From an optimization exercise on the open Yosys and OpenROAD flow, aimed at small area, a short achievable clock period and few clock cycles; shortcuts taken in it are not production practice. At most, simulation tests tie the RTL to the original design; equivalence was not proved. Only the layout flow was run in runs 3 and 4; the RTL was not checked for function there. Power is estimated from default activity; no workload was simulated.

`design/flow/config.mk`:
```
export PLATFORM = sky130hd
export DESIGN_NAME = MultiCPU
export DESIGN_NICKNAME = MultiCPU
export VERILOG_FILES = /design/flow/design.v
export SDC_FILE = /design/flow/constraint.sdc
export NUM_CORES = 8
export LEC_CHECK = 0
export CAP_MARGIN = 30
export CORE_MARGIN = 2
export CORE_UTILIZATION = 40
export SLEW_MARGIN = 30
export SYNTH_HIERARCHICAL = 1
export SYNTH_MINIMUM_KEEP_SIZE = 0
```
`design/flow/constraint.sdc`:
```
create_clock -name core_clock -period 13.0 [get_ports {clk}]
set_input_delay 2.6000 -clock core_clock [delete_from_list [all_inputs] [get_ports {clk}]]
set_output_delay 2.6000 -clock core_clock [all_outputs]
set_load 0.01 [all_outputs]
```
`design/flow/design.v`:
```
`timescale 1ns / 1ps
module ALU(
    input [31:0] A,
    input [31:0] B,
    input [31:0] ALT,
    input sub,           
    input [1:0] lop,     
    input sltu,          
    input sl,            
    input sra,           
    input [5:0] rsel,
    output [31:0] res,
    output [31:0] sum,
    output eq
    );
    wire [31:0] bx = sub ? ~B : B;
    assign sum = A + bx + {31'h0, sub};
    wire lt = (A[31] ^ B[31]) ? (sltu ? B[31] : A[31]) : sum[31];
    reg [31:0] lres;
    always @(*)
        case (lop)
            2'b00: lres = A & B;
            2'b01: lres = A | B;
            2'b10: lres = A ^ B;
            default: lres = ~(A | B);
        endcase
    function [31:0] rev(input [31:0] x);
        integer k;
        for (k = 0; k < 32; k = k + 1) rev[k] = x[31 - k];
    endfunction
    wire fill = sra & A[31];
    wire big = |B[31:5];
    wire [31:0] s0 = sl ? rev(A) : A;
    wire [31:0] s1 = B[0] ? {fill, s0[31:1]} : s0;
    wire [31:0] s2 = B[1] ? {{2{fill}}, s1[31:2]} : s1;
    wire [31:0] s3 = B[2] ? {{4{fill}}, s2[31:4]} : s2;
    wire [31:0] s4 = B[3] ? {{8{fill}}, s3[31:8]} : s3;
    wire [31:0] s5 = B[4] ? {{16{fill}}, s4[31:16]} : s4;
    wire [31:0] s6 = big ? {32{fill}} : s5;
    wire [31:0] shres = sl ? rev(s6) : s6;
    assign res = ({32{rsel[0]}} & sum)
               | ({32{rsel[1]}} & lres)
               | ({32{rsel[2]}} & {31'h0, lt})
               | ({32{rsel[3]}} & shres)
               | ({32{rsel[4]}} & B)
               | ({32{rsel[5]}} & ALT);
    assign eq = (A == B);
endmodule
`timescale 1ns / 1ps
module Regs(
    input clk,
    input rst,
    input we,
    input [4:0] wa,
    input [31:0] wd,
    input [4:0] ra,
    input [4:0] rb,
    output [31:0] qa,
    output [31:0] qb
    );
    reg [31:1] v;
    wire [31:0] sela, selb;
    wire [1023:0] all;
    assign all[31:0] = 32'h0;
    assign sela[0] = 1'b0;
    assign selb[0] = 1'b0;
    genvar i, b;
    generate
        for (i = 1; i < 32; i = i + 1) begin : r
            reg [31:0] d;
            always @(posedge clk)
                if (we && wa == i) d <= wd;
            assign all[32*i +: 32] = d;
            assign sela[i] = v[i] & (ra == i);
            assign selb[i] = v[i] & (rb == i);
        end
        for (b = 0; b < 32; b = b + 1) begin : bt
            wire [31:0] col;
            for (i = 0; i < 32; i = i + 1) begin : c
                assign col[i] = all[32*i + b];
            end
            RDSEL32 pa(.s(sela), .d(col), .q(qa[b]));
            RDSEL32 pb(.s(selb), .d(col), .q(qb[b]));
        end
    endgenerate
    always @(posedge clk or posedge rst)
        if (rst) v <= 31'h0;
        else if (we && wa != 5'd0) v[wa] <= 1'b1;
endmodule
module RDSEL32(input [31:0] s, input [31:0] d, output q);
    wire [10:0] n;
    genvar g;
    generate
        for (g = 0; g < 10; g = g + 1) begin : a
            AOI222 u(.a1(s[3*g+1]), .a2(d[3*g+1]), .b1(s[3*g+2]), .b2(d[3*g+2]),
                     .c1(s[3*g+3]), .c2(d[3*g+3]), .y(n[g]));
        end
    endgenerate
    NAND2 u10(.a(s[31]), .b(d[31]), .y(n[10]));
    NAND11OR m(.n(n), .q(q));
endmodule
module AOI222(input a1, a2, b1, b2, c1, c2, output y);
    assign y = ~((a1 & a2) | (b1 & b2) | (c1 & c2));
endmodule
module NAND2(input a, b, output y);
    assign y = ~(a & b);
endmodule
module NAND11OR(input [10:0] n, output q);
    assign q = ~(&n);
endmodule
`timescale 1ns / 1ps
module MultiCPU(
    input clk,
    input reset,
    input [31:0] Data_in,
    output mem_w,
    output [2:0] RAMCtrl,
    output [31:0] Data_out,
    output [31:0] Addr_out
    );
    reg [31:0] AR;       
    reg [31:0] FA;       
    reg        isdata;   
    reg        mw_r;
    reg [2:0]  rc_r;
    reg [31:0] IR, SK;
    reg [31:0] NPCD;     
    reg        IRV, SKV;
    reg        EV;
    reg [31:0] A, B, ALT;
    reg        bypA, bypB, bypT;
    reg [4:0]  rdE;
    reg        weE, memE, stE, phE;
    reg [2:0]  modeE;
    reg        subE, sltuE, slE, sraE;
    reg [1:0]  lopE;
    reg [5:0]  rselE;
    reg        brE, predE, jrE, off1E;
    reg [1:0]  brkE;     
    reg [31:0] R;
    reg [4:0]  rdW;
    reg        weW;
    assign Addr_out = AR;
    assign mem_w    = mw_r;
    assign RAMCtrl  = rc_r;
    assign Data_out = ALT;
    wire [31:0] ea = bypA ? R : A;
    wire [31:0] eb = bypB ? R : B;
    wire [31:0] res, sum;
    wire eq;
    ALU alu(.A(ea), .B(eb), .ALT(ALT), .sub(subE), .lop(lopE), .sltu(sltuE), .sl(slE),
            .sra(sraE), .rsel(rselE), .res(res), .sum(sum), .eq(eq));
    wire e_stall = EV & memE & ~phE;                  
    wire cond = brkE[1] ? ~ea[31] : (brkE[0] ? ~eq : eq);
    wire e_skip = EV & brE & ~predE & cond & off1E & IRV & ~pt(IR);
    wire e_redirect = EV & (jrE | (brE & (cond ^ predE) & ~e_skip));
    wire [31:0] e_target = jrE ? sum : ALT;
    wire e_wr = EV & weE & ~e_stall;                  
    wire [5:0] op = IR[31:26];
    wire [5:0] fn = IR[5:0];
    wire [4:0] rs = IR[25:21];
    wire [4:0] rt = IR[20:16];
    wire [4:0] rd = IR[15:11];
    wire [4:0] sa = IR[10:6];
    wire [15:0] imm = IR[15:0];
    wire [31:0] simm = {{16{imm[15]}}, imm};
    wire isR    = (op == 6'b000000);
    wire r_jr   = isR & (fn == 6'b001000);
    wire r_jalr = isR & (fn == 6'b001001);
    wire r_shi  = isR & (fn[5:2] == 4'b0000);         
    wire r_sh   = isR & (fn[5:3] == 3'b000);          
    wire r_log  = isR & (fn[5:2] == 4'b1001);
    wire r_slt  = isR & (fn[5:1] == 5'b10101);
    wire isImm  = (op[5:3] == 3'b001) & (op != 6'b001111);
    wire i_log  = isImm & op[2];
    wire i_slt  = isImm & (op[2:1] == 2'b01);
    wire isLui  = (op == 6'b001111);
    wire isLd   = (op[5:3] == 3'b100);
    wire isSt   = (op[5:3] == 3'b101);
    wire isMem  = op[5];
    wire isBeq  = (op == 6'b000100);
    wire isBne  = (op == 6'b000101);
    wire isBgez = (op == 6'b000001);
    wire isJ    = (op == 6'b000010);
    wire isJal  = (op == 6'b000011);
    wire isBr   = isBeq | isBne | isBgez;
    wire [4:0]  wa_d = r_jalr | isJal | isBgez ? 5'd31 : isR ? rd : rt;
    wire        we_d = (isR & ~r_jr) | isImm | isLui | isLd | isJal | isBgez;
    wire [31:0] qa, qb;
    Regs regs(.clk(clk), .rst(reset), .we(weW), .wa(rdW), .wd(R),
              .ra(rs), .rb(rt), .qa(qa), .qb(qb));
    wire [31:0] rsv = (weW && rdW == rs) ? R : qa;
    wire [31:0] rtv = (weW && rdW == rt) ? R : qb;
    wire [31:0] btarget = NPCD + {simm[30:0], 1'b0};
    wire d_pt = pt(IR);
    wire d_adv = IRV & ~e_stall;
    wire b_rt = (isR & ~r_shi) | isBeq | isBne;
    wire [31:0] b_d = (isJal | isBgez) ? NPCD :
                      isLui ? {imm, 16'h0} :
                      r_shi ? {27'h0, sa} :
                      b_rt ? rtv : simm;
    wire [31:0] alt_d = isSt ? rtv : (isBr & ~imm[15]) ? btarget : NPCD;
    wire [5:0] rsel_d;
    assign rsel_d[1] = r_log | i_log;
    assign rsel_d[2] = r_slt | i_slt;
    assign rsel_d[3] = r_sh;
    assign rsel_d[4] = isLui | isJal | isBgez;
    assign rsel_d[5] = r_jalr;
    assign rsel_d[0] = ~(rsel_d[1] | rsel_d[2] | rsel_d[3] | rsel_d[4] | rsel_d[5]);
    wire sub_d  = isR ? (fn[5] & fn[1]) : (op[5:1] == 5'b00101);
    wire [1:0] lop_d = isR ? fn[1:0] : op[1:0];
    wire sltu_d = isR ? fn[0] : op[0];
    wire [2:0] mode_d = op[2] ? {2'b10, op[0]} : op[1] ? {2'b00, ~op[0]} : {2'b11, op[0]};
    function pt(input [31:0] w);
        pt = ((w[31:26] == 6'b000100 || w[31:26] == 6'b000101 || w[31:26] == 6'b000001) && w[15])
           || w[31:27] == 5'b00001;
    endfunction
    wire [31:0] FA2 = FA + 32'd2;
    wire        fpt = pt(Data_in);
    wire [31:0] ftarget = (Data_in[31:27] == 5'b00001) ? {FA2[31:27], Data_in[25:0], 1'b0} :
                          FA2 + {{15{Data_in[15]}}, Data_in[15:0], 1'b0};
    wire full     = ~d_adv & IRV & SKV;
    wire room     = ~full & ~(d_adv & SKV & pt(SK)) & ~(~d_adv & IRV & ~SKV & d_pt);
    wire fetch_ok = ~isdata & ~e_redirect & room;
    wire [31:0] NPCD2 = NPCD + 32'd2;
    wire [31:0] FA_next = e_redirect ? e_target :
                          ~fetch_ok ? FA :
                          fpt ? ftarget : FA2;
    wire [31:0] AR_next = e_stall ? sum : FA_next;
    always @(posedge clk or posedge reset) begin
        if (reset) begin
            AR <= 32'h0;
            FA <= 32'h0;
            isdata <= 1'b0;
            mw_r <= 1'b0;
            rc_r <= 3'b000;
            IRV <= 1'b0;
            SKV <= 1'b0;
            EV <= 1'b0;
            phE <= 1'b0;
            weW <= 1'b0;
        end else begin
            AR <= AR_next;
            FA <= FA_next;
            isdata <= e_stall;
            mw_r <= e_stall & stE;
            rc_r <= e_stall ? modeE : 3'b000;
            if (e_redirect) begin
                IRV <= 1'b0;
                SKV <= 1'b0;
            end else if (d_adv) begin
                if (SKV) begin
                    IRV <= 1'b1;
                    SKV <= fetch_ok;
                end else begin
                    IRV <= fetch_ok;
                end
            end else if (!IRV) begin
                IRV <= fetch_ok;
            end else if (!SKV) begin
                SKV <= fetch_ok;
            end
            EV <= e_stall | (d_adv & ~e_redirect & ~e_skip);
            phE <= e_stall;
            weW <= e_wr;
        end
    end
    always @(posedge clk) begin
        if (d_adv) begin
            if (SKV) begin
                IR <= SK;
                NPCD <= NPCD2;
                SK <= Data_in;
            end else begin
                IR <= Data_in;
                NPCD <= FA2;
            end
        end else if (!IRV) begin
            IR <= Data_in;
            NPCD <= FA2;
        end else if (!SKV) begin
            SK <= Data_in;
        end
    end
    always @(posedge clk) begin
        A <= rsv;
        B <= b_d;
        bypA <= e_wr & (rdE == rs);
        bypB <= e_wr & (rdE == rt) & b_rt;
        R <= memE ? Data_in : res;
        rdW <= rdE;
        if (!e_stall) begin
            ALT <= alt_d;
            bypT <= e_wr & (rdE == rt);
            rdE <= wa_d;
            weE <= we_d & (wa_d != 5'd0);
            memE <= isMem;
            stE <= isSt;
            modeE <= mode_d;
            subE <= sub_d;
            sltuE <= sltu_d;
            slE <= ~fn[1];
            sraE <= fn[0];
            lopE <= lop_d;
            rselE <= rsel_d;
            brE <= isBr;
            brkE <= {isBgez, isBne};
            predE <= imm[15];
            jrE <= r_jr | r_jalr;
            off1E <= (imm == 16'h0001);
        end else if (bypT) begin
            ALT <= R;            
        end
    end
endmodule
```
`design/flow/flow/run.sh`:
```
#!/bin/bash
# Layout flow: the standard flow (standard.sh) with two changes to how the layout is
# made: timing repair aims at a larger setup slack than 0 (so it keeps shortening the
# critical paths), and the port buffers are plain buffers instead of delay buffers.
# The clock, its period and the I/O constraints are the design's, unchanged.
set -euo pipefail
bash standard.sh synth > synth.log 2>&1
bash standard.sh SETUP_SLACK_MARGIN=8.5 "BUFFER_PORTS_ARGS=-buffer_cell sky130_fd_sc_hd__buf_4" finish > layout.log 2>&1
```
`design/flow/standard.sh`:
```
#!/bin/bash
# synth_recipe.tcl (not shown) runs the flow's synth.tcl, then flattens the netlist and writes it again
# the make line also repeats each setting of config.mk as NAME=value (left out here)
make -C /OpenROAD-flow-scripts/flow DESIGN_CONFIG=/design/flow/config.mk WORK_HOME=/design/flow/orfs CLKGATE_MAP_FILE= SYNTH_SCRIPT=/design/flow/synth_recipe.tcl "${@:-finish}"
```
==> impl_summary.log, run 1 <==
[metrics] vias after detailed routing: 57800
[metrics] router iterations before antenna repair: 13
[metrics] crit-path max FO: 36
[metrics] latest clock arrival within the worst-skew pair: 820 ps
[metrics] unrepaired setup endpoints after global routing: yes
[metrics] Synth Net Count: 5719
[metrics] worst slew pin tran: 1110 ps
[metrics] Min-Delay Path Class: reg2reg
[metrics] CP required: 13710 ps
[metrics] library cell appearing most often on the critical path: sky130_fd_sc_hd__mux2_2
[metrics] cells on worst reg2reg path: 10
[metrics] Area growth, synth to finish: 14.4%
[metrics] Gate Count Post-Synth: 5503
[metrics] number of hold buffers added after cts: 0
[metrics] global placement routability congestion: 1.02
[metrics] Met3 Routed Length: 44.5 mm
[metrics] Setup CP Type: reg2reg
[metrics] max incr delay on CP: 620 ps
[metrics] Detail Route met2 WL: 126 mm
[metrics] final standard cell utilization of the core: 45.9%
[metrics] Nets: 5959
[metrics] maximum VDD drop: 0.000184 V
[metrics] die outline area: 175000 um^2
[metrics] post-detail-place hpwl: 190 mm
[metrics] fraction of final layout cells with drive strength greater than 1: 15.6%
[metrics] fillers: 15200
[metrics] buffers from clock root to sink, at most: 3
[metrics] static power due to leakage: 27.9 nW
[metrics] endpoints failing hold: 0
[metrics] run status: timing/DRC/antenna clean
[metrics] flip-flop count of the largest register after layout: 992
[metrics] TritonCTS clock tree: done
[metrics] number of violations reported at the end of detailed-routing iteration 0: 12900
[metrics] uppermost signal routing layer after detailed routing: met5
[metrics] total wire length: 298 mm
[metrics] number of clock sinks: 1356
[metrics] Met1 Routed Length: 106 mm
[metrics] critical path startpoint category: flip-flop
[metrics] CTS H-tree depth: 4
[metrics] Avg Vias per Cell: 7.12
[metrics] clock input transition at the sequential cells of the worst setup and hold paths: 60 ps
[metrics] # setup viols final: 0
[metrics] number of max-cap violations: 0
[metrics] data arrival time at the worst-slack endpoint: 5210 ps
[metrics] fin crit period: 4500 ps
[metrics] register ranked first by flip-flop count: regs.r.d
[metrics] final setup slack of the worst path: 8500 ps
[metrics] count of boundary I/O pins: 102
[metrics] Levels on crit path: 10
[metrics] max-slew violation count: 0
[metrics] Chip Width: 418 um
[metrics] global-route total usage across every layer: 32.9%
[metrics] DRC violation count after routing: 0
[metrics] kind of end point of the critical path: flip-flop
[metrics] post-synthesis cell area: 68600 um^2
[metrics] Max transition margin: 25.2%
[metrics] family of cells with the greatest summed delay on the critical path: simple AND/OR/NAND/NOR gates
[metrics] number of nets still failing antenna checks after routing: 0
[metrics] die height: 418 um
[metrics] mean area per synthesized cell: 12.5 um^2
[metrics] Setup Slack @ Placement: 7580 ps
[metrics] number of input and output port buffers inserted: 101
[metrics] post-route clock skew: 67.4 ps
[metrics] CTS buffer count: 147
[metrics] via count of the first global-routing pass: 53000
[metrics] initial antenna violation count: 20
[metrics] final period utilization: 34.6%
[metrics] core region area: 171000 um^2
[metrics] Min-Delay Path Depth: 1
[metrics] ordered cell list for the critical path: buf_4, mux2_2, nor4_1, nand4_1, nor4_2, nor2_1, a21oi_1, mux2i_1, o211ai_1, mux2_2
[metrics] maximum number of pins on one net before global-route repair: 65
[metrics] Fmax achieved: 0.222 GHz
[metrics] root buf cell: sky130_fd_sc_hd__clkbuf_16
[metrics] critical-path cell with the highest stage delay: sky130_fd_sc_hd__o211ai_1
[metrics] sum of overflow across all layers after global routing: 0
[metrics] Setup Total Neg Slack: 0 ps
[metrics] Buffers & Inverters on Critical Path: 1
[metrics] Synth Warn #: 9
[metrics] row cnt: 152
[metrics] initial standard-cell utilization of the core: 40.2%
[metrics] global-route wire length before repair: 410 mm
[metrics] routed length per instance: 36.8 um
[metrics] total power divided by cell area: 267 nW/um^2
## power breakdown
group / switching (mW) / total [mW] / internal [mW]
combinational: 6.63 / 9.78 / 3.15
clock: 1.84 / 4.19 / 2.35
sequential: 0.979 / 7.02 / 6.04
total: 9.45 / 21.0 / 11.5
## path summary, 6_finish.rpt
kind	startpoint	endpoint	slack, ps
max	R[23]$_DFF_P_	R[6]$_DFF_P_	8500
min	modeE[1]$_SDFFCE_PP0N_	rc_r[1]$_DFF_PP0_	460
max reg2reg	R[23]$_DFF_P_	R[6]$_DFF_P_	8500
min reg2reg	modeE[1]$_SDFFCE_PP0N_	rc_r[1]$_DFF_PP0_	460
max in group asynchronous	reset	AR[31]$_DFF_PP0_	9950
min in group asynchronous	reset	mw_r$_DFF_PP0_	1830
## cells in the final DEF (no fill, tap or decap), drive strengths merged, types with 17 or more instances in the layout
cell    instances
clkinv         60
a21o           67
a31o           17
o21ai         249
nor2b          36
mux2i         100
a31oi          32
and2           47
clkbuf        193
nand2b         19
or3            83
nand2         525
a222oi        671
o22ai          26
buf           288
dfrtp         104
mux2          187
nor2          247
nand4         162
edfxtp       1149
a221o          20
nand3         154
mux4           35
nor4           27
and3           92
xnor2          87
o21bai         30
ha            179
a211oi         46
o211ai         46
a21oi         229
dfxtp         103
xor2          100
inv           163
nor3           52
## through the flow
step	cell area (um^2)	std cells	total power [mW]	hold slack (ps)
2_1_floorplan	68800	5503	12.1	409
4_1_cts	77900	8081	20.3	460
3_3_place_gp	72800	7801	16.0	435
5_1_grt	78500	8098	21.5	493
6_report	78500	8110	21.0	459
3_5_place_dp	72900	7803	16.1	446
## repair_timing
action | CTS | global route
setup buffers | 9 | 12
pin swaps | 9 | 20
setup endpoints to repair | 89 | 74
gates cloned | 0 | 3
resized for setup | 33 | 88
## cell type report
type | instances | area, um^2 | share of cell area, %
Sequential cell | 1356 | 39200 | 49.9
Inverter | 159 | 613 | 0.781
Clock buffer | 189 | 3910 | 4.97
Timing Repair Buffer | 292 | 2480 | 3.15
Clock inverter | 80 | 890 | 1.13
Antenna cell | 14 | 35.0 | 0.0446
Tap cell | 2233 | 2790 | 3.56
Multi-Input combinational cell | 3787 | 28700 | 36.5
## layer usage
metal | vias to the layer above | track usage (%)
met1 | 28300 | 42.3
met5 | - | 0.500
met2 | 4980 | 48.1
li1 | 23500 | -
met3 | 943 | 10.9
met4 | 12 | 19.5
Testbench counts, summed over its fixed seeds: cycles 44,940.
==> run 2, diff against run 1 <==
==> design/flow/run.sh (new file) <==
#!/bin/bash
# synth_recipe.tcl (not shown) runs the flow's synth.tcl, then flattens the netlist and writes it again
# the make line also repeats each setting of config.mk as NAME=value (left out here)
make -C /OpenROAD-flow-scripts/flow DESIGN_CONFIG=/design/flow/config.mk WORK_HOME=/design/flow/orfs CLKGATE_MAP_FILE= SYNTH_SCRIPT=/design/flow/synth_recipe.tcl finish
removed: design/flow/flow/run.sh
removed: design/flow/standard.sh
==> run 2 against run 1 <==
Power is 2.6% lower. Synthesized cell count stayed put. First-iteration DRC count is 4.5% lower. Combinational power is 3.3% lower.
==> impl_summary.log, run 2 <==
[metrics] run status: timing/DRC/antenna clean
[metrics] global placement routability congestion: 1.04
[metrics] number of input and output port buffers inserted: 101
[metrics] row cnt: 152
[metrics] post-route clock skew: 67.2 ps
[metrics] Setup Total Neg Slack: 0 ps
[metrics] CTS H-tree depth: 4
[metrics] commonest cells after routing, fill and taps aside: 1149 x sky130_fd_sc_hd__edfxtp_1, 671 x sky130_fd_sc_hd__a222oi_1, 524 x sky130_fd_sc_hd__nand2_1, 246 x sky130_fd_sc_hd__nor2_1, 240 x sky130_fd_sc_hd__o21ai_0
[metrics] critical-path cell with the highest stage delay: sky130_fd_sc_hd__clkinv_1
[metrics] sum of overflow across all layers after global routing: 0
[metrics] vias after detailed routing: 57200
[metrics] crit-path max FO: 39
[metrics] Hold Path Origin: modeE[2]$_SDFFCE_PP1N_
[metrics] number of clock sinks: 1356
[metrics] Chip Width: 418 um
[metrics] max incr delay on CP: 670 ps
[metrics] max-slew violation count: 0
[metrics] Max transition margin: 25.8%
[metrics] Final Cell Area: 77900 um^2
[metrics] maximum number of pins on one net before global-route repair: 68
[metrics] capture endpoint of the worst hold path: rc_r[2]$_DFF_PP0_
[metrics] source of the worst register-to-register timing path: bypB$_DFF_P_
[metrics] endpoints failing hold: 0
[metrics] static power due to leakage: 27.5 nW
[metrics] worst slew pin tran: 1110 ps
[metrics] count of boundary I/O pins: 102
[metrics] post-detail-place hpwl: 194 mm
[metrics] number of nets still failing antenna checks after routing: 0
[metrics] Inst Count DP: 7817
[metrics] global-route total usage across every layer: 32.3%
[metrics] Area after DPL: 73100 um^2
[metrics] kind of end point of the critical path: flip-flop
[metrics] fin crit period: 5660 ps
[metrics] DRC violation count after routing: 0
[metrics] Fmax achieved: 0.177 GHz
[metrics] PostCTS Resize Cnt: 0
[metrics] Setup Slack @ Placement: 6940 ps
[metrics] mean area per synthesized cell: 12.5 um^2
[metrics] register-to-register setup slack: 7340 ps
[metrics] clock input transition at the sequential cells of the worst setup and hold paths: 60 ps
[metrics] # setup viols final: 0
[metrics] ordered cell list for the critical path: buf_4, mux2_2, buf_4, clkinv_1, ha_1, nor4_1, nand4_1, nor2_1, xor2_1, nor2_1, a21oi_2, nand4b_1, o221ai_2, buf_4, nand2b_1, nor2_1, a22oi_1, o21ai_0
[metrics] total wire length: 293 mm
[metrics] unrepaired setup endpoints after global routing: no
[metrics] via count of the first global-routing pass: 53200
[metrics] Final Instance Count excl. Fillers: 8097
[metrics] final setup slack of the worst path: 7340 ps
[metrics] number of violations reported at the end of detailed-routing iteration 0: 12400
[metrics] flip-flop count of the largest register after layout: 992
[metrics] Min-Delay Path Class: reg2reg
[metrics] router iterations before antenna repair: 12
[metrics] post-synthesis cell area: 68600 um^2
[metrics] die outline area: 175000 um^2
[metrics] most common cell after layout, fill and taps aside: sky130_fd_sc_hd__edfxtp_1
[metrics] register ranked first by flip-flop count: regs.r.d
[metrics] maximum VDD drop: 0.000166 V
[metrics] Synth Net Count: 5719
[metrics] Gate Count Post-Synth: 5503
[metrics] postcts setup bufs: 0
[metrics] global-route wire length before repair: 404 mm
[metrics] latest clock arrival within the worst-skew pair: 840 ps
[metrics] CTS buffer count: 145
[metrics] Synth Warn #: 9
[metrics] number of max-cap violations: 0
[metrics] initial antenna violation count: 31
[metrics] Min-Delay Path Depth: 1
[metrics] Nets: 5948
[metrics] buffers from clock root to sink, at most: 3
[metrics] final period utilization: 43.6%
[metrics] TritonCTS clock tree: done
[metrics] die height: 418 um
[metrics] Avg Vias per Cell: 7.07
[metrics] routed length per instance: 36.1 um
[metrics] core region area: 171000 um^2
[metrics] root buf cell: sky130_fd_sc_hd__clkbuf_16
[metrics] critical path startpoint category: flip-flop
[metrics] initial standard-cell utilization of the core: 40.2%
[metrics] Setup CP Type: reg2reg
[metrics] CP required: 13720 ps
[metrics] fraction of final layout cells with drive strength greater than 1: 12.6%
[metrics] data arrival time at the worst-slack endpoint: 6390 ps
[metrics] total power divided by cell area: 262 nW/um^2
[metrics] Area growth, synth to finish: 13.5%
[metrics] Worst R2R End: AR[23]$_DFF_PP0_
[metrics] number of hold buffers added after cts: 0
[metrics] cells on worst reg2reg path: 18
## run 2: through the flow
step	utilization (%)	hold WS [ps]	total power, mW
final	45.6	438	20.4
after floorplan	-	409	12.1
after detailed placement	42.8	432	16.0
after global placement	42.7	432	16.0
after CTS	45.5	442	20.1
after global routing	45.5	459	21.1
## run 2: final cells by class
class                           instances  area, um^2
Sequential cell                      1356       39200
Multi-Input combinational cell       3787       28200
Timing Repair Buffer                  283        2410
Inverter                              159         598
Fill cell                           15300       93100
Tap cell                             2233        2790
Antenna cell                           18        45.0
Clock inverter                         80         815
Clock buffer                          181        3830
## run 2: routing by layer
metal	GRT usage [%]	vias up	routed length, um
met4	17.8	16	18100
li1	-	23500	-
met5	0.167	-	111
met3	8.78	837	38600
met1	42.1	28300	108000
met2	48.7	4611	128000
## run 2: report_power, final
group	leakage [nW]	switching (mW)	internal (mW)
logic	12.6	6.44	3.02
clock network	2.24	1.85	2.21
registers	12.6	0.879	6.04
## run 2: worst max path at each step
stage	end	startpoint	slack, ps	cells after the start
6_report	AR[23]$_DFF_PP0_	bypB$_DFF_P_	7340	18
5_1_grt	AR[23]$_DFF_PP0_	bypB$_DFF_P_	6990	18
4_1_cts	AR[23]$_DFF_PP0_	bypB$_DFF_P_	7540	18
3_5_place_dp	AR[21]$_DFF_PP0_	Data_in[0]	6940	12
3_3_place_gp	AR[21]$_DFF_PP0_	Data_in[0]	6920	12
2_1_floorplan	AR[15]$_DFF_PP0_	Data_in[0]	7910	10
## run 2: critical path: cells and delay by family, from the launching register on
kind | cells | cell delay (ps)
flops | 1 | 300
buf+inv | 4 | 1780
simple gates | 7 | 1690
compound gates | 4 | 730
mux | 1 | 240
fa+ha+maj | 1 | 560
xor+xnor | 1 | 180
==> run 3, diff against run 2 <==
--- a/design/flow/design.v
+++ b/design/flow/design.v
@@ -129,4 +129,5 @@
     reg        EV;
     reg [31:0] A, B, ALT;
+    reg [31:0] DO;       
     reg        bypA, bypB, bypT;
     reg [4:0]  rdE;
@@ -144,5 +145,5 @@
     assign mem_w    = mw_r;
     assign RAMCtrl  = rc_r;
-    assign Data_out = ALT;
+    assign Data_out = DO;
     wire [31:0] ea = bypA ? R : A;
     wire [31:0] eb = bypB ? R : B;
@@ -195,4 +196,6 @@
     wire d_pt = pt(IR);
     wire d_adv = IRV & ~e_stall;
+    wire d_jr  = (r_jr | r_jalr) & (rt == 5'd0) & ~(e_wr & (rdE == rs));
+    wire d_jrr = d_adv & d_jr & ~e_redirect;
     wire b_rt = (isR & ~r_shi) | isBeq | isBne;
     wire [31:0] b_d = (isJal | isBgez) ? NPCD :
@@ -222,7 +225,8 @@
     wire full     = ~d_adv & IRV & SKV;
     wire room     = ~full & ~(d_adv & SKV & pt(SK)) & ~(~d_adv & IRV & ~SKV & d_pt);
-    wire fetch_ok = ~isdata & ~e_redirect & room;
+    wire fetch_ok = ~isdata & ~e_redirect & ~d_jrr & room;
     wire [31:0] NPCD2 = NPCD + 32'd2;
     wire [31:0] FA_next = e_redirect ? e_target :
+                          d_jrr ? rsv :
                           ~fetch_ok ? FA :
                           fpt ? ftarget : FA2;
@@ -246,5 +250,5 @@
             mw_r <= e_stall & stE;
             rc_r <= e_stall ? modeE : 3'b000;
-            if (e_redirect) begin
+            if (e_redirect | d_jrr) begin
                 IRV <= 1'b0;
                 SKV <= 1'b0;
@@ -289,4 +293,5 @@
         bypB <= e_wr & (rdE == rt) & b_rt;
         R <= memE ? Data_in : res;
+        DO <= bypT ? R : ALT;
         rdW <= rdE;
         if (!e_stall) begin
@@ -307,8 +312,6 @@
             brkE <= {isBgez, isBne};
             predE <= imm[15];
-            jrE <= r_jr | r_jalr;
+            jrE <= (r_jr | r_jalr) & ~d_jr;
             off1E <= (imm == 16'h0001);
-        end else if (bypT) begin
-            ALT <= R;            
         end
     end
==> design/flow/flow/run.sh (new file) <==
#!/bin/bash
# Layout flow: the standard flow (standard.sh) with two changes to how the layout is
# made: timing repair aims at a larger setup slack than 0 (so it keeps shortening the
# critical paths), and the port buffers are plain buffers instead of delay buffers.
# The clock, its period and the I/O constraints are the design's, unchanged.
set -euo pipefail
bash standard.sh synth > synth.log 2>&1
bash standard.sh SETUP_SLACK_MARGIN=9.0 "BUFFER_PORTS_ARGS=-buffer_cell sky130_fd_sc_hd__buf_4" finish > layout.log 2>&1
==> design/flow/standard.sh (new file) <==
#!/bin/bash
# synth_recipe.tcl (not shown) runs the flow's synth.tcl, then flattens the netlist and writes it again
# the make line also repeats each setting of config.mk as NAME=value (left out here)
make -C /OpenROAD-flow-scripts/flow DESIGN_CONFIG=/design/flow/config.mk WORK_HOME=/design/flow/orfs CLKGATE_MAP_FILE= SYNTH_SCRIPT=/design/flow/synth_recipe.tcl "${@:-finish}"
removed: design/flow/run.sh
==> run 3 against run 2 <==
Critical path depth decreased by 5. Die area grew 1.2%. Worst setup slack better by 1000 ps. Sequential cell count increased by 32. Synthesized cell count grew 0.71%. Clock skew fell by 0.59 ps. Register-to-register slack improved by 1100 ps.
==> impl_summary.log, run 3 <==
[metrics] run status: timing/DRC/antenna clean
[metrics] die outline area: 177000 um^2
[metrics] latest clock arrival within the worst-skew pair: 850 ps
[metrics] router iterations before antenna repair: 14
[metrics] Setup CP Type: in2reg
[metrics] data arrival time at the worst-slack endpoint: 5300 ps
[metrics] critical path startpoint category: input port
[metrics] clock input transition at the sequential cells of the worst setup and hold paths: 60 ps
[metrics] post-synthesis cell area: 69500 um^2
[metrics] row cnt: 152
[metrics] global placement routability congestion: 1.04
[metrics] Nets: 6163
[metrics] hold_ws: 443 ps
[metrics] number of input and output port buffers inserted: 101
[metrics] met3 track demand over resource in global routing: 14.2%
[metrics] total wire length: 332 mm
[metrics] source of the worst register-to-register timing path: FA[3]$_DFF_PP0_
[metrics] most common cell after layout, fill and taps aside: sky130_fd_sc_hd__edfxtp_1
[metrics] initial standard-cell utilization of the core: 40.4%
[metrics] final standard cell utilization of the core: 48.4%
[metrics] number of clock sinks: 1388
[metrics] initial antenna violation count: 35
[metrics] endpoints failing hold: 0
[metrics] Power, Total: 23.0 mW
[metrics] # setup viols final: 0
[metrics] Chip Width: 421 um
[metrics] global-route wire length before repair: 445 mm
[metrics] root buf cell: sky130_fd_sc_hd__clkbuf_16
[metrics] unrepaired setup endpoints after global routing: yes
[metrics] register ranked first by flip-flop count: regs.r.d
[metrics] commonest cells after routing, fill and taps aside: 1149 x sky130_fd_sc_hd__edfxtp_1, 675 x sky130_fd_sc_hd__a222oi_1, 511 x sky130_fd_sc_hd__nand2_1, 341 x sky130_fd_sc_hd__buf_4, 241 x sky130_fd_sc_hd__nor2_1
[metrics] max-slew violation count: 0
[metrics] Min-Delay Path Depth: 0
[metrics] register-to-register setup slack: 8430 ps
[metrics] Setup Total Neg Slack: 0 ps
[metrics] Synth Net Count: 5758
[metrics] TritonCTS clock tree: done
[metrics] capture endpoint of the worst hold path: rdW[0]$_DFF_P_
[metrics] sum of overflow across all layers after global routing: 0
[metrics] maximum VDD drop: 0.000128 V
[metrics] final period utilization: 35.6%
[metrics] Most Crowded Layer GR: met2
[metrics] cells on worst reg2reg path: 16
[metrics] core region area: 172000 um^2
[metrics] Fmax achieved: 0.216 GHz
[metrics] post-detail-place hpwl: 207 mm
[metrics] crit-path max FO: 4
[metrics] number of hold buffers added after cts: 0
[metrics] kind of end point of the critical path: flip-flop
[metrics] GRT met2 Usage: 50.4%
[metrics] vias after detailed routing: 60700
[metrics] via count of the first global-routing pass: 56000
[metrics] fraction of final layout cells with drive strength greater than 1: 22.1%
[metrics] Hold Path Origin: rdE[0]$_DFFE_PN_
[metrics] Area after DPL: 73900 um^2
[metrics] Min-Delay Path Class: reg2reg
[metrics] worst slew pin tran: 1090 ps
[metrics] Final Cell Area: 83300 um^2
[metrics] Synth Warn #: 9
[metrics] CTS H-tree depth: 4
[metrics] mean area per synthesized cell: 12.5 um^2
[metrics] number of max-cap violations: 0
[metrics] fin crit period: 4630 ps
[metrics] count of boundary I/O pins: 102
[metrics] Gate Count Post-Synth: 5542
[metrics] die height: 421 um
[metrics] Max transition margin: 27.1%
[metrics] post-route clock skew: 66.7 ps
[metrics] CTS buffer count: 147
[metrics] routed length per instance: 39.5 um
[metrics] total power divided by cell area: 276 nW/um^2
[metrics] maximum number of pins on one net before global-route repair: 82
[metrics] Avg Vias per Cell: 7.23
[metrics] number of nets still failing antenna checks after routing: 0
[metrics] static power due to leakage: 29.6 nW
[metrics] CP required: 13670 ps
[metrics] DRC violation count after routing: 0
[metrics] flip-flop count of the largest register after layout: 992
[metrics] Area growth, synth to finish: 19.9%
[metrics] global-route total usage across every layer: 36.1%
[metrics] Worst R2R End: AR[29]$_DFF_PP0_
[metrics] global-route track usage on met1: 46.5%
[metrics] number of violations reported at the end of detailed-routing iteration 0: 14600
[metrics] buffers from clock root to sink, at most: 3
[run 3: critical path: stages]
cell and delay [ps]:
sky130_fd_sc_hd__buf_12 100, sky130_fd_sc_hd__ha_4 160, sky130_fd_sc_hd__fa_2 380, sky130_fd_sc_hd__a211oi_4 300
sky130_fd_sc_hd__o211ai_2 200, sky130_fd_sc_hd__a22oi_2 320, sky130_fd_sc_hd__or3_4 210, sky130_fd_sc_hd__nand3_4 70
sky130_fd_sc_hd__a31oi_4 280, sky130_fd_sc_hd__nor2_2 50, sky130_fd_sc_hd__o2111a_1 270, sky130_fd_sc_hd__a211oi_2 200
sky130_fd_sc_hd__o221ai_1 150
[run 3: cell type report]
type | count | area, um^2
repair buffers | 461 | 4400
multi-input cells | 3795 | 30500
inverters | 154 | 609
diodes | 20 | 50.0
clock buffers | 196 | 3960
clock inverters | 78 | 993
flip-flops and latches | 1388 | 39900
well taps | 2310 | 2890
fillers | 15100 | 88800
[run 3: repair_timing]
action,in CTS,in global routing
cloned,13,2
buffers inserted,126,57
resized for setup,372,179
pin swaps,96,81
endpoints found under the setup margin,160,137
endpoints found under the hold margin,0,0
[run 3: worst max path at each step]
| stage | start | end | slack, ps | depth (start not counted) |
|---|---|---|---|---|
| after floorplan | Data_in[0] | AR[29]$_DFF_PP0_ | 7960 | 12 |
| after global placement | R[3]$_DFF_P_ | AR[22]$_DFF_PP0_ | 6620 | 17 |
| after detailed placement | R[3]$_DFF_P_ | AR[20]$_DFF_PP0_ | 6640 | 16 |
| after CTS | Data_in[0] | AR[29]$_DFF_PP0_ | 8500 | 13 |
| after global routing | Data_in[0] | AR[17]$_DFF_PP0_ | 8280 | 13 |
| final | Data_in[0] | AR[29]$_DFF_PP0_ | 8370 | 13 |
[run 3: per-layer routing]
metal	vias to the layer above	part of all wire (%)
met5	-	0.14
met2	5560	40
met1	30000	35
met4	34	8.0
li1	23900	-
met3	1206	16
[run 3: stage by stage]
| stage | worst slack (ps) | instances |
|---|---|---|
| 2_1_floorplan | 7960 | 5542 |
| 3_3_place_gp | 6620 | 7907 |
| 3_5_place_dp | 6640 | 7909 |
| 4_1_cts | 8500 | 8322 |
| 5_1_grt | 8280 | 8383 |
| 6_report | 8370 | 8402 |
[run 3: power by group]
part | leakage (nW) | switching, mW | internal [mW]
logic | 14.4 | 7.24 | 4.07
clock network | 2.38 | 1.92 | 2.42
registers | 12.8 | 1.11 | 6.19
==> run 4, diff against run 3 <==
==> design/flow/flow/run.sh (replaced) <==
#!/bin/bash
# Layout flow: the standard flow (standard.sh) with three changes to how the layout
# is made: timing repair aims at a larger setup slack than 0 (so it keeps shortening the
# critical paths), the port buffers are plain buffers instead of delay buffers, and clock
# tree synthesis adds no dummy loads. The clock, its period and the I/O constraints are
# the design's, unchanged.
set -euo pipefail
bash standard.sh synth > synth.log 2>&1
bash standard.sh SETUP_SLACK_MARGIN=9.0 "BUFFER_PORTS_ARGS=-buffer_cell sky130_fd_sc_hd__buf_4" \
  "CTS_ARGS=-sink_clustering_enable -repair_clock_nets -dont_use_dummy_load" finish > layout.log 2>&1
==> run 4 against run 3 <==
Still clean on timing, DRC and antenna. Non-clock buffer count is 19 lower. Die area is the same. Worst setup slack got worse by 94 ps. Maximum frequency fell by 2.0%. Sequential share of layout area is 0.94 points higher. First-iteration DRC count fell by 2.0%. Critical path type unchanged. Via count is 0.53% lower.
==> impl_summary.log, run 4 <==
[metrics] CTS buffer count: 147
[metrics] number of max-cap violations: 0
[metrics] TritonCTS clock tree: done
[metrics] Synth Net Count: 5758
[metrics] Gate Count Post-Synth: 5542
[metrics] die outline area: 177000 um^2
[metrics] family of cells with the greatest summed delay on the critical path: compound AO/OA/AOI/OAI gates
[metrics] Synth Warn #: 9
[metrics] latest clock arrival within the worst-skew pair: 840 ps
[metrics] mean area per synthesized cell: 12.5 um^2
[metrics] Min-Delay Path Class: reg2reg
[metrics] initial antenna violation count: 33
[metrics] Final Instance Count excl. Fillers: 8258
[metrics] global-route track usage on met1: 46.2%
[metrics] routed length per instance: 40.0 um
[metrics] Power, Total: 22.0 mW
[metrics] GRT met2 Usage: 50.2%
[metrics] post-synthesis cell area: 69500 um^2
[metrics] Setup Total Neg Slack: 0 ps
[metrics] maximum VDD drop: 0.000114 V
[metrics] maximum number of pins on one net before global-route repair: 82
[metrics] vias after detailed routing: 60400
[metrics] CTS H-tree depth: 4
[metrics] Setup Slack @ Placement: 6640 ps
[metrics] met3 track demand over resource in global routing: 14.3%
[metrics] Max transition margin: 27.1%
[metrics] number of clock sinks: 1388
[metrics] unrepaired setup endpoints after global routing: yes
[metrics] Inst Count DP: 7909
[metrics] kind of end point of the critical path: flip-flop
[metrics] row cnt: 152
[metrics] fin crit period: 4720 ps
[metrics] count of boundary I/O pins: 102
[metrics] fillers: 15200
[metrics] global-route wire length before repair: 443 mm
[metrics] endpoints failing hold: 0
[metrics] core region area: 172000 um^2
[metrics] via count of the first global-routing pass: 55600
[metrics] root buf cell: sky130_fd_sc_hd__clkbuf_16
[metrics] Chip Width: 421 um
[metrics] Most Crowded Layer GR: met2
[metrics] Nets: 6143
[metrics] post-detail-place hpwl: 207 mm
[metrics] Buffers & Inverters on Critical Path: 3
[metrics] number of nets still failing antenna checks after routing: 0
[metrics] fraction of final layout cells with drive strength greater than 1: 21.0%
[metrics] commonest cells after routing, fill and taps aside: 1149 x sky130_fd_sc_hd__edfxtp_1, 675 x sky130_fd_sc_hd__a222oi_1, 511 x sky130_fd_sc_hd__nand2_1, 345 x sky130_fd_sc_hd__buf_4, 241 x sky130_fd_sc_hd__nor2_1
[metrics] most common cell after layout, fill and taps aside: sky130_fd_sc_hd__edfxtp_1
[metrics] worst slew pin tran: 1080 ps
[metrics] number of violations reported at the end of detailed-routing iteration 0: 14300
[metrics] clock input transition at the sequential cells of the worst setup and hold paths: 60 ps
[metrics] router iterations before antenna repair: 14
[metrics] global-route total usage across every layer: 36.0%
[metrics] Area growth, synth to finish: 17.5%
[metrics] ordered cell list for the critical path: buf_12, ha_4, fa_2, a211oi_4, o211ai_2, a22oi_2, or3_4, nand3_4, a31oi_4, buf_4, buf_6, xnor2_2, nor3_2, o21ai_1, a22o_1
[metrics] data arrival time at the worst-slack endpoint: 5380 ps
[metrics] buffers from clock root to sink, at most: 3
[metrics] final period utilization: 36.3%
[metrics] Fmax achieved: 0.212 GHz
[metrics] # setup viols final: 0
[metrics] total wire length: 330 mm
[metrics] static power due to leakage: 28.9 nW
[metrics] flip-flop count of the largest register after layout: 992
[metrics] Setup CP Type: in2reg
[metrics] final setup slack of the worst path: 8280 ps
[metrics] CP required: 13660 ps
[metrics] Avg Vias per Cell: 7.32
[metrics] register ranked first by flip-flop count: regs.r.d
[metrics] critical-path cell with the highest stage delay: sky130_fd_sc_hd__fa_2
[metrics] max-slew violation count: 0
[metrics] total power divided by cell area: 270 nW/um^2
[metrics] global placement routability congestion: 1.04
[metrics] critical path startpoint category: input port
[metrics] die height: 421 um
[metrics] initial standard-cell utilization of the core: 40.4%
[metrics] max incr delay on CP: 380 ps
[metrics] crit-path max FO: 4
[metrics] sum of overflow across all layers after global routing: 0
[metrics] post-route clock skew: 108 ps
[metrics] DRC violation count after routing: 0
[metrics] number of input and output port buffers inserted: 101
[metrics] run status: timing/DRC/antenna clean
-- run 4: what timing repair did --
action,4_1_cts,5_1_grt
setup buffers,131,33
pin swaps,89,54
resized for setup,336,166
hold buffers,0,0
cloned,14,1
setup endpoints to repair,142,131
-- run 4: worst reg2reg max path, delay by kind of cell (launching register included) --
family                     cells  cell delay, ps
adders and majority gates      1             370
DFF                            1             510
buffers and inverters          2             380
AOI/OAI and AO/OA              6            1330
xor gates and xnor gates       1             500
and+or+nand+nor                6            1390
-- run 4: through the flow --
step	hold WS (ps)	cell area, um^2	utilization [%]
6_report	451	81700	47.4
5_1_grt	466	81600	47.4
4_1_cts	446	80500	46.8
3_5_place_dp	440	73900	42.9
3_3_place_gp	432	73800	42.9
2_1_floorplan	407	69800	-
-- run 4: worst paths after layout --
check / startpoint / endpoint / slack, ps / depth (start not counted)
setup / recovery: Data_in[0] / AR[27]$_DFF_PP0_ / 8280 / 15
hold / removal: rdE[0]$_DFFE_PN_ / rdW[0]$_DFF_P_ / 450 / 0
setup reg to reg: FA[3]$_DFF_PP0_ / AR[29]$_DFF_PP0_ / 8360 / 16
hold reg to reg: rdE[0]$_DFFE_PN_ / rdW[0]$_DFF_P_ / 450 / 0
max in group asynchronous: reset / FA[1]$_DFF_PP0_ / 9690 / 3
min in group asynchronous: reset / regs.v[24]$_DFFE_PP0P_ / 2070 / 3
-- run 4: final cells by class --
type | instances | area [um^2] | area share [%]
multi-input combinational | 3794 | 30400 | 37.3
timing repair buffer | 442 | 4140 | 5.06
inverter | 154 | 608 | 0.745
clock buffer | 147 | 3680 | 4.50
sequential | 1388 | 39800 | 48.8
antenna | 23 | 57.6 | 0.0705
tap | 2310 | 2890 | 3.54
-- run 4: per-layer routing --
layer	part of all wire [%]	up-vias
met1	35	29900
li1	-	23800
met2	41	5526
met3	16	1139
met4	7.8	36
met5	0.14	-
-- run 4: report_power, final --
part | switching (mW) | internal (mW)
Sequential | 1.10 | 6.19
Clock | 1.65 | 1.97
Combinational | 7.16 | 3.96
Total | 9.92 | 12.1
==> run 5, diff against run 4 <==
--- a/design/flow/design.v
+++ b/design/flow/design.v
@@ -221,6 +221,11 @@
     wire [31:0] FA2 = FA + 32'd2;
     wire        fpt = pt(Data_in);
+    wire [17:0] flo = {1'b0, FA[16:1], 1'b1} + {1'b0, Data_in[15:0], 1'b1};
+    wire [14:0] fhi_p = FA[31:17] + 15'd1;
+    wire [14:0] fhi_m = FA[31:17] - 15'd1;
+    wire [14:0] fhi = flo[17] ? (Data_in[15] ? FA[31:17] : fhi_p) :
+                                (Data_in[15] ? fhi_m : FA[31:17]);
     wire [31:0] ftarget = (Data_in[31:27] == 5'b00001) ? {FA2[31:27], Data_in[25:0], 1'b0} :
-                          FA2 + {{15{Data_in[15]}}, Data_in[15:0], 1'b0};
+                          {fhi, flo[16:1], 1'b0};
     wire full     = ~d_adv & IRV & SKV;
     wire room     = ~full & ~(d_adv & SKV & pt(SK)) & ~(~d_adv & IRV & ~SKV & d_pt);
--- a/design/flow/flow/run.sh
+++ b/design/flow/flow/run.sh
@@ -7,4 +7,4 @@
 set -euo pipefail
 bash standard.sh synth > synth.log 2>&1
-bash standard.sh SETUP_SLACK_MARGIN=9.0 "BUFFER_PORTS_ARGS=-buffer_cell sky130_fd_sc_hd__buf_4" \
+bash standard.sh SETUP_SLACK_MARGIN=8.8 "BUFFER_PORTS_ARGS=-buffer_cell sky130_fd_sc_hd__buf_4" \
   "CTS_ARGS=-sink_clustering_enable -repair_clock_nets -dont_use_dummy_load" finish > layout.log 2>&1
--- a/design/flow/config.mk
+++ b/design/flow/config.mk
@@ -8,5 +8,5 @@
 export CAP_MARGIN = 30
 export CORE_MARGIN = 2
-export CORE_UTILIZATION = 40
+export CORE_UTILIZATION = 55
 export SLEW_MARGIN = 30
 export SYNTH_HIERARCHICAL = 1
==> run 5 against run 4 <==
Utilization grew 17 points. Maximum frequency increased by 5.0%. Critical endpoint is now AR[20]$_DFF_PP0_. Largest cell class unchanged. Combinational power about the same. Worst setup slack better by 230 ps. Final cell count fell by 8.4%. Global-route usage grew 13 points. Worst hold slack got worse by 2.3 ps. Clock power shrank 2%.
==> impl_summary.log, run 5 <==
[metrics] run status: timing/DRC/antenna clean
[metrics] DRC violation count after routing: 0
[metrics] clock input transition at the sequential cells of the worst setup and hold paths: 60 ps
[metrics] post-synthesis cell area: 69200 um^2
[metrics] number of nets still failing antenna checks after routing: 0
[metrics] core region area: 125000 um^2
[metrics] internal portion of total power: 11.9 mW
[metrics] fraction of final layout cells with drive strength greater than 1: 19.7%
[metrics] global-route total usage across every layer: 48.8%
[metrics] Most Crowded Layer GR: met2
[metrics] maximum number of pins on one net before global-route repair: 92
[metrics] number of input and output port buffers inserted: 101
[metrics] maximum VDD drop: 0.000252 V
[metrics] max-slew violation count: 0
[metrics] number of max-cap violations: 0
[metrics] Synth Warn #: 9
[metrics] buffers from clock root to sink, at most: 3
[metrics] fin crit period: 4490 ps
[metrics] total wire length: 324 mm
[metrics] unrepaired setup endpoints after global routing: yes
[metrics] die outline area: 129000 um^2
[metrics] worst slew pin tran: 1190 ps
[metrics] Nets: 6091
[metrics] Gate Count Post-Synth: 5514
[metrics] sequential share of power: 32.8%
[metrics] global-route wire length before repair: 432 mm
[metrics] net switching power: 9.88 mW
[metrics] number of hold buffers added after cts: 0
[metrics] crit-path max FO: 24
[metrics] row cnt: 130
[metrics] Area growth, synth to finish: 16.1%
[metrics] initial antenna violation count: 57
[metrics] share of power burned in combinational logic: 50.8%
[metrics] number of clock sinks: 1388
[metrics] GRT met2 Usage: 65.1%
[metrics] commonest cells after routing, fill and taps aside: 1149 x sky130_fd_sc_hd__edfxtp_1, 669 x sky130_fd_sc_hd__a222oi_1, 489 x sky130_fd_sc_hd__nand2_1, 363 x sky130_fd_sc_hd__buf_4, 227 x sky130_fd_sc_hd__a21oi_1
[metrics] initial standard-cell utilization of the core: 55.2%
[metrics] Chip Width: 359 um
[metrics] CP required: 13650 ps
[metrics] final period utilization: 34.6%
[metrics] Avg Vias per Cell: 8.04
[metrics] total power divided by cell area: 272 nW/um^2
[metrics] via count of the first global-routing pass: 54200
[metrics] vias after detailed routing: 60800
[metrics] proportion of power drawn by the clock network: 16.4%
[metrics] Max transition margin: 19.8%
[metrics] critical path startpoint category: flip-flop
[metrics] static power due to leakage: 28.8 nW
[metrics] count of boundary I/O pins: 102
[metrics] most common cell after layout, fill and taps aside: sky130_fd_sc_hd__edfxtp_1
[metrics] flip-flop count of the largest register after layout: 992
[metrics] Setup Total Neg Slack: 0 ps
[metrics] Fmax achieved: 0.222 GHz
[metrics] switching power share of the total: 45.3%
[metrics] data arrival time at the worst-slack endpoint: 5140 ps
[metrics] CTS H-tree depth: 4
[metrics] multi-input gate area in the final layout: 29700 um^2
[metrics] CTS buffer count: 144
[metrics] Final Cell Area: 80300 um^2
[metrics] # setup viols final: 0
[metrics] met3 track demand over resource in global routing: 23.3%
[metrics] root buf cell: sky130_fd_sc_hd__clkbuf_16
[metrics] endpoints failing hold: 0
[metrics] fillers: 9554
[metrics] global-route track usage on met1: 65.1%
[metrics] register area: 39800 um^2
[metrics] die height: 359 um
[metrics] latest clock arrival within the worst-skew pair: 820 ps
[metrics] TritonCTS clock tree: done
[metrics] global placement routability congestion: 1.00
[metrics] sum of overflow across all layers after global routing: 0
[metrics] Synth Net Count: 5710
[metrics] register ranked first by flip-flop count: regs.r.d
[metrics] routed length per instance: 42.8 um
[metrics] post-route clock skew: 105 ps
[metrics] post-detail-place hpwl: 207 mm
[metrics] number of violations reported at the end of detailed-routing iteration 0: 16400
[metrics] router iterations before antenna repair: 17
[metrics] kind of end point of the critical path: flip-flop
[metrics] Min-Delay Path Class: reg2reg
[metrics] Setup CP Type: reg2reg
[metrics] Setup Slack @ Placement: 6710 ps
[metrics] Area after DPL: 72800 um^2
[metrics] final setup slack of the worst path: 8510 ps
[metrics] mean area per synthesized cell: 12.5 um^2
==> run 5: critical path, stage by stage, from the launching register on <==
cell and delay, ps:
sky130_fd_sc_hd__edfxtp_1 530, sky130_fd_sc_hd__and2_1 360, sky130_fd_sc_hd__and3_2 450, sky130_fd_sc_hd__buf_4 420
sky130_fd_sc_hd__a222oi_1 420, sky130_fd_sc_hd__nand4_1 450, sky130_fd_sc_hd__or3_1 640, sky130_fd_sc_hd__mux2_2 420
sky130_fd_sc_hd__nor2_1 280, sky130_fd_sc_hd__o31ai_2 120, sky130_fd_sc_hd__mux2_4 270
==> run 5: area by class of cell <==
type	count	area share (%)
repair inverters	1	0.00624
repair buffers	454	5.51
inverters	152	0.795
flip-flops and latches	1388	49.6
clock buffers	144	4.49
well taps	1650	2.57
diodes	19	0.0592
multi-input cells	3754	36.9
==> run 5: metrics by stage <==
stage	utilization [%]	total power, mW	hold slack (ps)	cells
5_1_grt	64.1	22.1	465	7544
3_3_place_gp	58.1	16.1	434	7228
4_1_cts	62.9	20.5	452	7478
2_1_floorplan	-	12.1	409	5514
6_report	64.1	21.8	449	7562
3_5_place_dp	58.2	16.2	433	7229
==> run 5: worst paths after layout <==
kind                       depth (start not counted)  slack, ps               end             start
min reg2reg                                        0        450    rdW[2]$_DFF_P_  rdE[2]$_DFFE_PN_
min                                                0        450    rdW[2]$_DFF_P_  rdE[2]$_DFFE_PN_
max reg2reg                                       10       8510  AR[20]$_DFF_PP0_  IR[25]$_DFFE_PP_
max in group asynchronous                          3      10220   AR[5]$_DFF_PP0_             reset
min in group asynchronous                          2       1860      EV$_DFF_PP0_             reset
max                                               10       8510  AR[20]$_DFF_PP0_  IR[25]$_DFFE_PP_
==> run 5: per-layer routing <==
layer,routed length (um),vias to the layer above
met3,62200,1206
met5,523,-
li1,-,23700
met2,128000,6250
met1,111000,29600
met4,22400,56
==> run 5: what timing repair did <==
| action | in CTS | in global routing |
|---|---|---|
| resized for setup | 252 | 163 |
| gates cloned | 18 | 4 |
| setup endpoints to repair | 146 | 165 |
| pin swaps | 45 | 81 |
| buffers inserted | 87 | 61 |
==> run 5: power by group through the flow <==
stage / logic [mW] / registers, mW / clock network, mW
floorplan: 5.16 / 6.93 / 0
global placement: 8.94 / 7.18 / 0
detailed placement: 9.00 / 7.19 / 0
CTS: 9.87 / 7.08 / 3.55
global route: 11.2 / 7.17 / 3.70
finish: 11.1 / 7.16 / 3.57
Testbench counts of run 5, summed over its fixed seeds: cycles 44,251.
==> run 6, diff against run 5 <==
--- a/design/flow/config.mk
+++ b/design/flow/config.mk
@@ -8,5 +8,5 @@
 export CAP_MARGIN = 30
 export CORE_MARGIN = 2
-export CORE_UTILIZATION = 55
+export CORE_UTILIZATION = 40
 export SLEW_MARGIN = 30
 export SYNTH_HIERARCHICAL = 1
==> run 6 against run 5 <==
Die area is 37% higher. Sequential share of layout area fell by 0.39 points. Critical path type is now in2reg. Area after synthesis is the same. Critical endpoint is now AR[23]$_DFF_PP0_. Sequential power rose by 1%. Combinational power is essentially flat. Worst hold slack got worse by 6.2 ps. Final area increased by 0.79%. Clock skew fell by 22 ps. Critical path depth grew 4. Power shrank 0.51%. Clock power is 2% higher. Largest power group unchanged.
==> impl_summary.log, run 6 <==
[metrics] via count of the first global-routing pass: 55300
[metrics] maximum VDD drop: 0.000163 V
[metrics] number of clock sinks: 1388
[metrics] buffers from clock root to sink, at most: 3
[metrics] Synth Net Count: 5710
[metrics] Gate Count Post-Synth: 5514
[metrics] global placement routability congestion: 1.05
[metrics] CTS H-tree depth: 4
[metrics] kind of end point of the critical path: flip-flop
[metrics] max-slew violation count: 0
[metrics] total wire length: 334 mm
[metrics] Min-Delay Path Class: reg2reg
[metrics] static power due to leakage: 28.7 nW
[metrics] uppermost signal routing layer after detailed routing: met5
[metrics] Met1 Routed Length: 119 mm
[metrics] global-route wire length before repair: 447 mm
[metrics] Area growth, synth to finish: 17.0%
[metrics] routed length per instance: 40.6 um
[metrics] most common cell after layout, fill and taps aside: sky130_fd_sc_hd__edfxtp_1
[metrics] fraction of final layout cells with drive strength greater than 1: 19.6%
[metrics] sum of overflow across all layers after global routing: 0
[metrics] initial standard-cell utilization of the core: 40.3%
[metrics] final period utilization: 34.1%
[metrics] global-route total usage across every layer: 36.5%
[metrics] critical-path cell with the highest stage delay: sky130_fd_sc_hd__mux2_4
[metrics] die height: 420 um
[metrics] worst slew pin tran: 1090 ps
[metrics] router iterations before antenna repair: 13
[metrics] mean area per synthesized cell: 12.5 um^2
[metrics] count of boundary I/O pins: 102
[metrics] CP required: 13710 ps
[metrics] crit-path max FO: 6
[metrics] Power, Total: 21.7 mW
[metrics] ordered cell list for the critical path: buf_12, inv_12, ha_4, inv_2, fa_2, a21o_1, a21oi_2, o21a_2, o21a_4, o31a_4, mux2_4, o221a_4, o32ai_4, mux2_4
[metrics] library cell appearing most often on the critical path: sky130_fd_sc_hd__mux2_4
[metrics] post-detail-place hpwl: 206 mm
[metrics] Chip Width: 420 um
[metrics] Avg Vias per Cell: 7.37
[metrics] post-route clock skew: 83.2 ps
[metrics] total power divided by cell area: 268 nW/um^2
[metrics] DRC violation count after routing: 0
[metrics] unrepaired setup endpoints after global routing: yes
[metrics] Met3 Routed Length: 55.1 mm
[metrics] flip-flop count of the largest register after layout: 992
[metrics] critical path startpoint category: input port
[metrics] die outline area: 176000 um^2
[metrics] latest clock arrival within the worst-skew pair: 830 ps
[metrics] core region area: 172000 um^2
[metrics] number of max-cap violations: 0
[metrics] endpoints failing hold: 0
[metrics] Fmax achieved: 0.225 GHz
[metrics] Nets: 6083
[metrics] CTS buffer count: 147
[metrics] root buf cell: sky130_fd_sc_hd__clkbuf_16
[metrics] TritonCTS clock tree: done
[metrics] Setup CP Type: in2reg
[metrics] max incr delay on CP: 340 ps
[metrics] Max transition margin: 26.7%
[metrics] clock input transition at the sequential cells of the worst setup and hold paths: 50 ps
[metrics] Setup Total Neg Slack: 0 ps
[metrics] post-synthesis cell area: 69200 um^2
[metrics] number of violations reported at the end of detailed-routing iteration 0: 15500
[metrics] # setup viols final: 0
[metrics] number of nets still failing antenna checks after routing: 0
[metrics] register ranked first by flip-flop count: regs.r.d
[metrics] initial antenna violation count: 50
[metrics] number of hold buffers added after cts: 0
[metrics] maximum number of pins on one net before global-route repair: 92
[metrics] vias after detailed routing: 60600
[metrics] Detail Route met2 WL: 136 mm
[metrics] data arrival time at the worst-slack endpoint: 5150 ps
[metrics] commonest cells after routing, fill and taps aside: 1149 x sky130_fd_sc_hd__edfxtp_1, 669 x sky130_fd_sc_hd__a222oi_1, 491 x sky130_fd_sc_hd__nand2_1, 366 x sky130_fd_sc_hd__buf_4, 231 x sky130_fd_sc_hd__a21oi_1
[metrics] number of input and output port buffers inserted: 101
[metrics] fin crit period: 4440 ps
[metrics] row cnt: 152
[metrics] Synth Warn #: 9
[metrics] run status: timing/DRC/antenna clean
[metrics] fillers: 15200
[run 6: path summary, 6_finish.rpt]
path,from,endpoint,slack [ps],cells after the start
worst min-delay path,rdE[4]$_DFFE_PN_,rdW[4]$_DFF_P_,440,0
max in group asynchronous,reset,FA[28]$_DFF_PP0_,10330,3
worst min register to register,rdE[4]$_DFFE_PN_,rdW[4]$_DFF_P_,440,0
worst max-delay path,Data_in[0],AR[23]$_DFF_PP0_,8560,14
min in group asynchronous,reset,regs.v[5]$_DFFE_PP0P_,2090,3
worst max register to register,bypA$_DFF_P_,AR[20]$_DFF_PP0_,8580,17
[run 6: what timing repair did]
| action | CTS | global route |
|---|---|---|
| setup endpoints to repair | 98 | 110 |
| pin swaps | 41 | 58 |
| cloned | 16 | 4 |
| setup buffers | 91 | 56 |
| resized for setup | 219 | 162 |
[run 6: power by group]
part / internal (mW) / total (mW) / switching, mW / leakage [nW]
registers: 6.18 / 7.25 / 1.07 / 12.9
logic: 3.72 / 10.8 / 7.10 / 14.0
clock network: 1.97 / 3.63 / 1.66 / 1.81
[run 6: layer usage]
layer | global-route usage (%) | up-vias
met5 | 1.22 | -
met4 | 20.9 | 40
met3 | 13.5 | 1107
met2 | 51.4 | 5713
met1 | 48.0 | 30000
li1 | - | 23700
[run 6: critical path, delay by kind of cell]
kind	cells	cell delay [ps]
muxes	2	520
AOI/OAI and AO/OA	7	1370
adders and majority gates	2	450
buffers and inverters	3	200
[run 6: per-stage QoR]
stage          area [um^2]  util [%]  setup WS, ps  hold WS, ps  instances
2_1_floorplan        69400         -          7870          409       5514
3_3_place_gp         73600      42.8          6800          434       7880
3_5_place_dp         73600      42.9          6860          435       7881
4_1_cts              79600      46.4          8630          449       8135
5_1_grt              80800      47.1          8510          480       8196
6_report             80900      47.1          8560          443       8219
[run 6: area by class of cell]
class	count	area, um^2	share of cell area (%)
Tap cell	2310	2890	3.57
Inverter	152	629	0.778
Sequential cell	1388	39800	49.2
Multi-Input combinational cell	3753	29600	36.5
Timing Repair Buffer	445	4250	5.26
Clock buffer	147	3680	4.55
Antenna cell	24	60.1	0.0742
==> run 7, diff against run 6 <==
--- a/design/flow/config.mk
+++ b/design/flow/config.mk
@@ -6,8 +6,8 @@
 export NUM_CORES = 8
 export LEC_CHECK = 0
-export CAP_MARGIN = 30
+export CAP_MARGIN = 10
 export CORE_MARGIN = 2
 export CORE_UTILIZATION = 40
-export SLEW_MARGIN = 30
+export SLEW_MARGIN = 10
 export SYNTH_HIERARCHICAL = 1
 export SYNTH_MINIMUM_KEEP_SIZE = 0
==> run 7 against run 6 <==
Power shrank 0.50%. Worst setup slack lost 27 ps. Clock power is essentially flat. Critical path type unchanged. Sequential cell count is the same. Largest cell class unchanged. Final cell count shrank 0.13%.
==> impl_summary.log, run 7 <==
[metrics] count of boundary I/O pins: 102
[metrics] Setup CP Type: in2reg
[metrics] data arrival time at the worst-slack endpoint: 5190 ps
[metrics] router iterations before antenna repair: 12
[metrics] Avg Vias per Cell: 7.35
[metrics] global placement routability congestion: 1.05
[metrics] Synth Net Count: 5710
[metrics] TritonCTS clock tree: done
[metrics] max-slew violation count: 0
[metrics] CP required: 13730 ps
[metrics] unrepaired setup endpoints after global routing: yes
[metrics] number of max-cap violations: 0
[metrics] Max transition margin: 22.0%
[metrics] final period utilization: 34.4%
[metrics] Power, Total: 21.6 mW
[metrics] most common cell after layout, fill and taps aside: sky130_fd_sc_hd__edfxtp_1
[metrics] Min-Delay Path Class: reg2reg
[metrics] DRC violation count after routing: 0
[metrics] fin crit period: 4470 ps
[metrics] maximum number of pins on one net before global-route repair: 92
[metrics] post-synthesis cell area: 69200 um^2
[metrics] register ranked first by flip-flop count: regs.r.d
[metrics] total wire length: 332 mm
[metrics] Setup Total Neg Slack: 0 ps
[metrics] CTS H-tree depth: 4
[metrics] Chip Width: 420 um
[metrics] Nets: 6071
[metrics] worst slew pin tran: 1160 ps
[metrics] number of input and output port buffers inserted: 101
[metrics] core region area: 172000 um^2
[metrics] die outline area: 176000 um^2
[metrics] Inst Count DP: 7880
[metrics] buffers from clock root to sink, at most: 3
[metrics] sum of overflow across all layers after global routing: 0
[metrics] initial antenna violation count: 49
[metrics] endpoints failing hold: 0
[metrics] total power divided by cell area: 268 nW/um^2
[metrics] final standard cell utilization of the core: 46.9%
[metrics] critical path startpoint category: input port
[metrics] initial standard-cell utilization of the core: 40.3%
[metrics] # setup viols final: 0
[metrics] row cnt: 152
[metrics] root buf cell: sky130_fd_sc_hd__clkbuf_16
[metrics] crit-path max FO: 6
[metrics] clock input transition at the sequential cells of the worst setup and hold paths: 60 ps
[metrics] Gate Count Post-Synth: 5514
[metrics] via count of the first global-routing pass: 54500
[metrics] global-route wire length before repair: 442 mm
[metrics] Area growth, synth to finish: 16.5%
[metrics] fraction of final layout cells with drive strength greater than 1: 19.2%
[metrics] static power due to leakage: 28.5 nW
[metrics] number of clock sinks: 1388
[metrics] kind of end point of the critical path: flip-flop
[metrics] post-route clock skew: 110 ps
[metrics] die height: 420 um
[metrics] mean area per synthesized cell: 12.5 um^2
[metrics] latest clock arrival within the worst-skew pair: 840 ps
[metrics] flip-flop count of the largest register after layout: 992
[metrics] CTS buffer count: 148
[metrics] post-detail-place hpwl: 206 mm
[metrics] routed length per instance: 40.5 um
[metrics] Synth Warn #: 9
[metrics] run status: timing/DRC/antenna clean
[metrics] maximum VDD drop: 0.000163 V
[metrics] Fmax achieved: 0.224 GHz
[metrics] number of hold buffers added after cts: 0
[metrics] vias after detailed routing: 60300
[metrics] number of nets still failing antenna checks after routing: 0
[metrics] global-route total usage across every layer: 36.1%
[metrics] number of violations reported at the end of detailed-routing iteration 0: 14800
[metrics] Final Instance Count excl. Fillers: 8208
[metrics] commonest cells after routing, fill and taps aside: 1149 x sky130_fd_sc_hd__edfxtp_1, 669 x sky130_fd_sc_hd__a222oi_1, 490 x sky130_fd_sc_hd__nand2_1, 352 x sky130_fd_sc_hd__buf_4, 231 x sky130_fd_sc_hd__a21oi_1
==> run 7: layout make-up <==
cell class              instances  area [um^2]
clock buffers                 148         3700
fillers                     15300        91200
inverters                     152          628
repair buffers                431         4020
flip-flops and latches       1388        39800
well taps                    2310         2890
diodes                         25         62.6
multi-input cells            3754        29400
==> run 7: worst max-delay path, cell delays in order <==
cell and delay, ps:
sky130_fd_sc_hd__buf_4 190, sky130_fd_sc_hd__ha_4 330, sky130_fd_sc_hd__o211ai_1 170, sky130_fd_sc_hd__or2_1 310, sky130_fd_sc_hd__o21a_4 250, sky130_fd_sc_hd__o31a_4 330, sky130_fd_sc_hd__mux2_4 330, sky130_fd_sc_hd__o221a_4 230
sky130_fd_sc_hd__o32ai_4 270, sky130_fd_sc_hd__mux2_4 180
==> run 7: per-layer routing <==
layer	global-route usage [%]	up-vias	wire length (um)
li1	-	23700	-
met1	47.2	29900	119000
met2	50.6	5658	136000
met3	13.6	1103	53800
met4	21.1	36	23700
met5	0.695	-	566
==> run 7: path summary, 6_finish.rpt <==
kind	slack (ps)	end	start	depth (start not counted)
setup / recovery	8530	AR[23]$_DFF_PP0_	Data_in[8]	10
hold reg to reg	440	rdW[2]$_DFF_P_	rdE[2]$_DFFE_PN_	0
hold / removal	440	rdW[2]$_DFF_P_	rdE[2]$_DFFE_PN_	0
min in group asynchronous	2070	regs.v[21]$_DFFE_PP0P_	reset	3
max in group asynchronous	9980	isdata$_DFF_PP0_	reset	3
setup reg to reg	8530	AR[20]$_DFF_PP0_	R[22]$_DFF_P_	17
==> run 7: per-stage QoR <==
stage	setup WS (ps)	cell area [um^2]	hold slack, ps
2_1_floorplan	7870	69400	409
4_1_cts	8540	78500	449
3_5_place_dp	6810	73600	435
6_report	8530	80600	445
3_3_place_gp	6800	73600	434
5_1_grt	8480	80500	470
==> run 7: timing repair <==
| action | in CTS | in global routing |
|---|---|---|
| pin swaps | 27 | 72 |
| setup buffers | 45 | 93 |
| endpoints found under the setup margin | 99 | 125 |
| gates cloned | 6 | 11 |
| resized for setup | 146 | 227 |
==> run 7: power breakdown <==
part           switching, mW  total, mW  internal (mW)
sequential              1.06       7.24           6.18
combinational           7.06       10.7           3.64
clock                   1.66       3.65           1.99

==> port drivers added, routing unchanged <==
The results above use ideal ports. As a check the final layouts listed here were re-extracted and re-timed, cells and wires unchanged. Step 1 sets driving cells, clkbuf_16 on the clock port and buf_2 on the other inputs (assumed; they add their load-dependent delay and slew). Step 2 also shifts input and output timing later by t, the mid clock arrival at the registers, as if the neighbouring blocks saw the same clock. a / b / c = ideal ports / drivers / drivers and shift; a / b = the first two.
run	t, ns	slack for setup (ns)
run 1	0.873	8.498 / 8.455 / 7.682
run 2	0.898	7.337 / 7.337 / 6.831
run 3	0.900	8.373 / 8.408 / 7.508
run 4	0.873	8.279 / 8.314 / 7.441
run 5	0.848	8.506 / 8.506 / 7.742
run 6	0.878	8.561 / 8.581 / 7.703
run 7	0.875	8.534 / 8.534 / 7.700
After both steps setup and hold are still met in every run listed.
